This is an optimization exercise on Yosys and OpenROAD, whose aim is small area and a short achievable clock period, not a production implementation.
The RTL was checked by simulation tests, not by an equivalence proof against the original design.

===== flow/run.sh =====
#!/bin/bash
# synth_recipe.tcl (not shown) runs the flow's synth.tcl, then flattens the netlist and writes it again
# the make line also repeats each setting of config.mk as NAME=value (left out here)
make -C /OpenROAD-flow-scripts/flow DESIGN_CONFIG=/design/flow/config.mk WORK_HOME=/design/flow/orfs CLKGATE_MAP_FILE= SYNTH_SCRIPT=/design/flow/synth_recipe.tcl finish

===== flow/config.mk =====
export PLATFORM = sky130hd
export DESIGN_NAME = Top_module
export DESIGN_NICKNAME = Top_module
export VERILOG_FILES = /design/flow/design.v
export SDC_FILE = /design/flow/constraint.sdc
export NUM_CORES = 4
export LEC_CHECK = 0
export CAP_MARGIN = 20
export CORE_MARGIN = 2
export CORE_UTILIZATION = 40
export SLEW_MARGIN = 20

===== flow/constraint.sdc =====
create_clock -name core_clock -period 10.0 [get_ports {Clock}]
set_input_delay 2.0000 -clock core_clock [delete_from_list [all_inputs] [get_ports {Clock}]]
set_output_delay 2.0000 -clock core_clock [all_outputs]
set_load 0.01 [all_outputs]

===== flow/design.v =====
module Correlation(
    First_Num,
    Second_Num,
    Target_Num,
    Clock,
    Reset,
	 Correct_guess,
	 Out_1,
	 Out_2
	);
	parameter N=32;
	input [N-1:0] First_Num; 
	input [N-1:0] Second_Num; 
	input [N-1:0] Target_Num; 
	input Clock,Reset;
	output [1:0] Correct_guess;
	output reg [N+2:0] Out_1;
	output reg [N+2:0] Out_2;
	assign Correct_guess = Reset? 2'b00 : {Second_Num==Target_Num,First_Num==Target_Num};
	function [N+2:0] Correlation_Func;
		input [N-1:0] Num;		
		input [N-1:0] Target;
		reg [N+2:0] total;
		integer i;
		begin
			total=0;
			for (i=0;i<N;i=i+1)
				total=total+(Num[i]==Target[i]);
			Correlation_Func=total;
		end
	endfunction
	always @(posedge Clock or posedge Reset) begin
		if(Reset) begin
			Out_1<=0;
			Out_2<=0;
		end
		else begin
			Out_1<=Out_1+Correlation_Func(First_Num,Target_Num);
			Out_2<=Out_2+Correlation_Func(Second_Num,Target_Num);
		end
	end
endmodule 
module  Winner(
	 Out_1,
	 Out_2,
	 Out_wr
	);
	parameter N=32;
	input [N+2:0] Out_1;
	input [N+2:0] Out_2;
	output [1:0] Out_wr;
	assign Out_wr = {Out_2>=Out_1,Out_1>=Out_2};
endmodule 
module Decision(
	Clock,
	Reset,
	Correct_guess,
	Out_wr,
	Result
	);
	input Clock,Reset;
	input [1:0] Correct_guess;
	input [1:0] Out_wr;
	output reg [1:0] Result;
	reg [3:0]counter;
	always @(posedge Clock or posedge Reset) begin
		if(Reset) begin
			Result<=0;
			counter<=0;
		end
		else begin
			if(Result==2'b00) begin
				if(Correct_guess!=2'b00) begin
					Result<=Correct_guess;
				end
				else begin
					counter<=counter+1;
					if(counter==9) begin
						Result<=Out_wr;
					end
				end
			end
		end
	end
endmodule
module Top_module(
    First_Num,
    Second_Num,
    Target_Num,
    Clock,
    Reset,
    Result
    );
	parameter N=32;
	input [N-1:0] First_Num; 
	input [N-1:0] Second_Num; 
	input [N-1:0] Target_Num; 
	input Clock,Reset;
	output [1:0] Result;
	wire [1:0] Correct_guess;
	wire [N+2:0] Out_1;
	wire [N+2:0] Out_2;
	wire [1:0] Out_wr;
	Correlation #(N) correlation(First_Num,Second_Num,Target_Num,Clock,Reset,Correct_guess,Out_1,Out_2);
	Winner #(N) winner(Out_1,Out_2,Out_wr);
	Decision decision(Clock,Reset,Correct_guess,Out_wr,Result);
endmodule

==> summary.txt <==
## logic make-up (layout without fill, tap and decap cells)
family / Yosys count / count (layout)
and+or+nand+nor: 162 / 162
adders and majority gates: 137 / 137
xor gates and xnor gates: 132 / 132
buffers and inverters: 115 / 226
DFF: 76 / 76
AOI/OAI and AO/OA: 67 / 67
muxes: 1 / 1
## state kept, by name, summed over array words and instances, names as in the netlist
name	cells
correlation.Out_1	35
correlation.Out_2	35
decision.Result	2
decision.counter	4
## area by class of cell
type                            count  area share
Clock buffer                       11      0.0295
Sequential cell                    76       0.222
Inverter                          111      0.0486
Clock inverter                      4     0.00847
Multi-Input combinational cell    499       0.542
Timing Repair Buffer              100       0.117
Tap cell                          225      0.0328
## layer usage
layer | vias up | GRT usage
met5 | - | 0
met4 | 0 | 0.0515
met3 | 19 | 0.0317
met2 | 89 | 0.317
met1 | 2566 | 0.250
li1 | 2527 | -
## metrics by stage
| step | hold slack [ps] | cells | instance area, µm² |
|---|---|---|---|
| final | 475 | 1026 | 8570 |
| after global routing | 501 | 1026 | 8570 |
| after CTS | 481 | 1026 | 8570 |
| after detailed placement | 469 | 1011 | 8240 |
| after global placement | 465 | 1011 | 8240 |
| after floorplan | 446 | 690 | 6980 |
## layout by cell type, fill, tap and decap left out, types with 4 or more instances in the layout
cell	n
a21o_1	6
nand2_1	20
clkbuf_16	9
nor2_1	22
a21oi_1	18
xnor2_1	84
fa_1	50
or4_1	4
clkdlybuf4s50_1	99
and3_1	9
nor3_1	12
ha_1	87
and2_1	4
dfrtp_1	76
nor4_1	7
xor2_1	48
inv_1	110
nand3_1	39
o21ai_0	11
nand4_1	20
## worst max-delay path, delay by kind of cell
kind,cells,cell delay [ps]
compound gates,4,1290
buf+inv,4,710
xor+xnor,2,370
simple gates,1,180
fa+ha+maj,8,3730
## worst min-delay path by stage
stage	startpoint	endpoint	slack, ps
after global routing	correlation.Out_2[34]$_DFF_PP0_	correlation.Out_2[34]$_DFF_PP0_	500
after global placement	decision.counter[2]$_DFFE_PP0P_	decision.counter[2]$_DFFE_PP0P_	470
after detailed placement	decision.counter[3]$_DFFE_PP0P_	decision.counter[3]$_DFFE_PP0P_	470
after CTS	decision.counter[3]$_DFFE_PP0P_	decision.counter[3]$_DFFE_PP0P_	480
after floorplan	correlation.Out_2[34]$_DFF_PP0_	correlation.Out_2[34]$_DFF_PP0_	450
final	decision.counter[3]$_DFFE_PP0P_	decision.counter[3]$_DFFE_PP0P_	470
==> flow_summary.toml <==
[status]
status = "timing/DRC/antenna clean"

[clock_network]
cts_resized = 0
clock_sinks = 76
numCtsBuffers = 9
path_clk_slew_ps = 60
cts_htree_levels = 3
root_buffer = "clkbuf_16"
cts_buffer_depth = 2
post_cts_buffers = 0
cts_tree = "built"
clk_latency_ps = 340
cts-hold-fix-buffers = 0

[synthesis]
ys_ff_latch = 76
postSynthCellCount = 690
synth_top_area_frac = 0.272
synth_edf_count = 0
synth_top_family_by_area = "adder cells"
yosysTopAreaCell = "dfrtp_1"
post-synth-top-count-cell = "inv_1"
ys_types = 58
synth_area_per_cell_um2 = 10.1
netlist_top_cells_count = "inv_1 (111), ha_1 (87), xnor2_1 (84)"
synthXorXnorAreaFrac = 0.166
ys.flop_type = "dfrtp_1"
yosysWarnings = 2
synth.area.top_cells = "dfrtp_1 (27%), ha_1 (16%), fa_1 (14%)"
synth-compound-area-share = 0.0652
synth-simple-area-share = 0.134
synth-seq-area-share = 0.272
async_flop_share = 1.00
synth_area_um2 = 6980
syn_nets = 925
synthAdderAreaFrac = 0.299
synthMuxAreaShare = 0.00143

[global_routing]
grt_pass1_vias = 5420
grt_pass1_wl_um = 26900
grt_overflow = 0
grt_usage = 0.188
antenna_found_initial = 0
grt_max_degree = 78

[drt]
dr.first_iter.drc_count = 231
drc_errors = 0
ant_nets = 0
vias_per_cell = 5.07
num_vias = 5201
dr.pass1.iters = 4
wl_met3_um = 673
drt-wirelength-per-cell_um = 16.0
top_layer = "met4"
met2_length_um = 8080
wl_met1_um = 7400
drt_wl_total_um = 16400

[placement]
hpwl_um = 14000
place_ws_ps = 1620
port_buffers = 99
place.gp.congestion = 0.960

[worst_setup_path]
crit_top_cell = "fa_1"
r2r_setup_slack_ps = 4550
reg2reg_to = "correlation.Out_1[26]$_DFF_PP0_"
r2r_start = "correlation.Out_1[1]$_DFF_PP0_"
crit_chain = "clkdlybuf4s50_1 -> xor2_1 -> inv_1 -> fa_1 -> inv_1 -> fa_1 -> fa_1 -> fa_1 -> fa_1 -> fa_1 -> inv_1 -> ha_1 -> fa_1 -> a21o_1 -> a21oi_1 -> o21ai_0 -> a31oi_1 -> nor3_1 -> xnor2_1"
r2r_cells = 15
critPathLaunch = "Target_Num[26]"
critPathLaunchType = "primary input"
cp_slowest_stage_delay_ps = 710
critical_path_required_ps = 10220
crit_slowest_cell = "a31oi_1"
crit_path_end = "correlation.Out_1[26]$_DFF_PP0_"
critical_path_arrival_ps = 8290
critPathKind = "primary input to flip-flop"
cp_max_fo = 7
end_kind = "flip-flop"

[layout]
area_growth_pct = 22.8
seq_area_um2 = 1900
drive_gt1_frac = 0.0437
nets = 1032
fin_util = 0.499
multi_input_area_um2 = 4640
nFillCells = 1600
num_antenna_cells = 0

[sta]
timing.final.crit_share = 0.807
report.final.slew_viol_count = 0
clock.fmax_ghz = 0.124
tightest_slew_ps = 895
final-setup-viol-count = 0
finalHoldViolCount = 0
fin_ws_ps = 1930
skew_ps = 5.83
rsz0062_at_grt = "no"
slew_headroom = 0.398
fin_crit_ps = 8070
fin_setup_tns_ps = 0

[floorplan]
dieHeight_um = 136
die_x_um = 136
core_area_um2 = 17200
die-area_um2 = 18500
io_pins = 100
rows = 48
start_util = 0.406

[min_path]
hold_path.class = "flip-flop to flip-flop"
min_path_cells = 1

[job]
drv_cap = 0

## re-timing with driven ports
The results above use ideal ports. As a check the final layout listed here was re-extracted and re-timed, cells and wires unchanged.
Step 1, drivers: a clkbuf_16 drives Clock and a buf_2 each remaining input, both assumed.
Step 2 times the ports against the registers' clock, not the clock port: input delays grow and output delays shrink by t, the midpoint of the rising clock arrivals with the driver on.
a / b / c = ideal ports / drivers / drivers and shift; a / b = the first two.
t (ns): 0.374
slack for setup (ns): 1.928 / 1.932 / 1.557
slew at the worst register clock pin (ns): 0.06 / 0.06
After both steps this run still meets setup and hold. For this run, drivers alone change the setup slack by +0.004 ns; drivers and shift together by -0.371 ns.
